This design comes from an exercise in tuning for small area and a short achievable clock period on the open sky130 flow, not from production work. Only simulation tests tie the RTL to the original design; equivalence was not proved.

==> trial 21 <==
// fir_filter
module fir_filter (
    input wire clk,
    input wire rst,
    input wire valid_in,
    input wire load,
    input wire [63:0] coeff_in,
    input wire [15:0] signal_in,
    output reg valid_out,
    output reg [31:0] signal_out
);
    reg [15:0] c0, c1, c2, c3;
    reg [17:0] t0, t1, t2, t3;
    reg [15:0] x0, x1, x2, x3;
    reg loaded, loaded_mid;
    reg [113:0] mid;
    always @(posedge clk) begin
        if (load) begin
            c0 <= coeff_in[15:0];
            c1 <= coeff_in[31:16];
            c2 <= coeff_in[47:32];
            c3 <= coeff_in[63:48];
            t0 <= {2'b00, coeff_in[15:0]} + {1'b0, coeff_in[15:0], 1'b0};
            t1 <= {2'b00, coeff_in[31:16]} + {1'b0, coeff_in[31:16], 1'b0};
            t2 <= {2'b00, coeff_in[47:32]} + {1'b0, coeff_in[47:32], 1'b0};
            t3 <= {2'b00, coeff_in[63:48]} + {1'b0, coeff_in[63:48], 1'b0};
        end
    end
    always @(posedge clk or posedge rst) begin
        if (rst) begin
            loaded <= 1'b0;
            loaded_mid <= 1'b0;
        end else begin
            if (load)
                loaded <= 1'b1;
            if (valid_in)
                loaded_mid <= loaded;
        end
    end
    always @(posedge clk or posedge rst) begin
        if (rst) begin
            x0 <= 16'd0;
            x1 <= 16'd0;
            x2 <= 16'd0;
            x3 <= 16'd0;
            valid_out <= 1'b0;
        end else begin
            if (valid_in) begin
                x0 <= signal_in;
                x1 <= x0;
                x2 <= x1;
                x3 <= x2;
            end
            valid_out <= valid_in;
        end
    end
  ...
==> flow/config.mk <==
export PLATFORM = sky130hd
export DESIGN_NAME = fir_filter
export DESIGN_NICKNAME = fir_filter
export VERILOG_FILES = /design/flow/design.v
export SDC_FILE = /design/flow/constraint.sdc
export NUM_CORES = 4
export LEC_CHECK = 0
export CAP_MARGIN = 20
export CORE_MARGIN = 2
export CORE_UTILIZATION = 40
export SLEW_MARGIN = 20
export SYNTH_HIERARCHICAL = 1
==> flow/constraint.sdc <==
create_clock -name core_clock -period 6.5 [get_ports {clk}]
set_input_delay 1.3000 -clock core_clock [delete_from_list [all_inputs] [get_ports {clk}]]
set_output_delay 1.3000 -clock core_clock [all_outputs]
set_load 0.01 [all_outputs]
standard.sh (not shown) runs the stock make flow with config.mk's settings and CLKGATE_MAP_FILE= SYNTH_SCRIPT=/design/flow/synth_recipe.tcl, a recipe that flattens the netlist after the stock synthesis.
==> flow/flow/run.sh <==
#!/bin/bash
# Own layout flow: the standard layout (standard.sh), with three changes:
# - the ports get sky130_fd_sc_hd__buf_2 buffers (the standard flow picks a
#   slow delay cell for them);
# - after placement resizing (post_resize.tcl), the registers that drive the
#   partial products get a larger flip-flop or a buffer, and cells on paths
#   with less than FIX_MARGIN ns of slack are sized up;
# - the timing repairs after clock-tree synthesis and global routing only
#   size cells and swap pins, aiming at 2.3 ns of slack.
# make's output goes to standard.log; each tool's log is under orfs/logs.
set -euo pipefail
here=$(pwd)
export FIX_FANOUT=6
export FIX_MARGIN=2.3
bash standard.sh finish \
  "BUFFER_PORTS_ARGS=-buffer_cell sky130_fd_sc_hd__buf_2" \
  "POST_RESIZE_TCL=$here/flow/post_resize.tcl" \
  "SETUP_SLACK_MARGIN=2.3" "SETUP_MOVE_SEQUENCE=sizeup,swap" \
  > "$here/standard.log" 2>&1
==> flow/flow/post_resize.tcl <==
# Give the registers that drive many loads (FIX_FANOUT or more: those that feed
# the partial products)
# a stronger output: a larger flip-flop where the library has one, else a buffer.
set nfix 0
foreach inst [get_cells *] {
  set ref [get_property $inst ref_name]
  if {![string match "sky130_fd_sc_hd__*df*" $ref]} { continue }
  set q [get_pins -quiet [get_full_name $inst]/Q]
  if {[llength $q] == 0} { continue }
  set net [get_nets -of_objects $q]
  set loads [get_pins -of_objects $net -filter "direction==input"]
  if {[llength $loads] < $::env(FIX_FANOUT)} { continue }
  if {$ref eq "sky130_fd_sc_hd__dfrtp_1"} {
    replace_cell $inst sky130_fd_sc_hd__dfrtp_4
  } elseif {$ref eq "sky130_fd_sc_hd__dfxtp_1"} {
    replace_cell $inst sky130_fd_sc_hd__dfxtp_4
  } else {
    insert_buffer -buffer_cell sky130_fd_sc_hd__buf_4 -net [get_full_name $net]
  }
  incr nfix
}
puts "post_resize: strengthened $nfix register outputs"
if {[info exists ::env(FIX_MARGIN)]} {
  estimate_parasitics -placement
  repair_timing -setup -setup_margin $::env(FIX_MARGIN) -sequence "sizeup,swap" -skip_buffering -match_cell_footprint -verbose
}
==> inputs of trial 79, as changes to trial 21 <==
==> flow/flow/run.sh (replaced) <==
#!/bin/bash
# Own layout flow: the standard layout (standard.sh), with smaller port
# buffers and stronger drivers on the registers that feed the partial products.
set -euo pipefail
here=$(pwd)
export FIX_FANOUT=6
export FIX_MARGIN=2.3
bash standard.sh finish \
  "BUFFER_PORTS_ARGS=-buffer_cell sky130_fd_sc_hd__buf_2" \
  "POST_RESIZE_TCL=$here/flow/post_resize.tcl" \
  "SETUP_SLACK_MARGIN=2.3" "SETUP_MOVE_SEQUENCE=sizeup,swap" \
  > "$here/standard.log" 2>&1
--- a/flow/flow/post_resize.tcl
+++ b/flow/flow/post_resize.tcl
@@ -1,5 +1,4 @@
-# Give the registers that drive many loads (FIX_FANOUT or more: those that feed
-# the partial products)
+# Give the registers that drive the partial products (16 or more loads each)
 # a stronger output: a larger flip-flop where the library has one, else a buffer.
 set nfix 0
 foreach inst [get_cells *] {
==> run notes <==
quantity                                                     trial 21             trial 79
Status                                       timing/DRC/antenna clean  timing/DRC/antenna clean
Maximum Capacitance Violations                                      0                    0
Worst-case setup margin in the final layout                  2.288 ns             2.288 ns
Detailed-route DRC error count                                      0                    0
Number of placed instances with taps included                    3675                 3675
Worst hold path type                                       reg -> reg           reg -> reg
Antenna Nets Post-Route                                             0                    0
Synthesis warning total                                             7                    7
Busiest layer in global routing                                  met2                 met2
Sequential element share of the synthesized area               29.34%               29.34%
Count of non-filler cells in the finished layout                 3749                 3749
Clock buffers created by TritonCTS                                 40                   40
Seq cells                                                         345                  345
Slowest stage delay, CP                                       0.81 ns              0.81 ns
Pre-Repair DR Iteration Count                                      17                   17

[what the ideal ports hide]
How much do the figures lean on ideal ports? The routed layouts below were timed once more, with nothing changed but the port constraints.
Step 1 sets driving cells, clkbuf_16 on the clock port and buf_2 on the other inputs (assumed; they add their load-dependent delay and slew).
Step 2 moves the port delays by t, midway between the first and last clock arrival at a register: inputs arrive t later, outputs are due t later. That takes back most of the time a late clock gives input paths.
Slacks: ideal ports / drivers / drivers and shift; pairs: ideal ports / drivers.
run	shift t [ns]	setup slack, ns	pins driven straight from the clock port
trial 21	0.655	2.288 / 2.288 / 2.288	1
trial 79	0.655	2.288 / 2.288 / 2.288	1
After both steps every run listed still meets setup and hold.
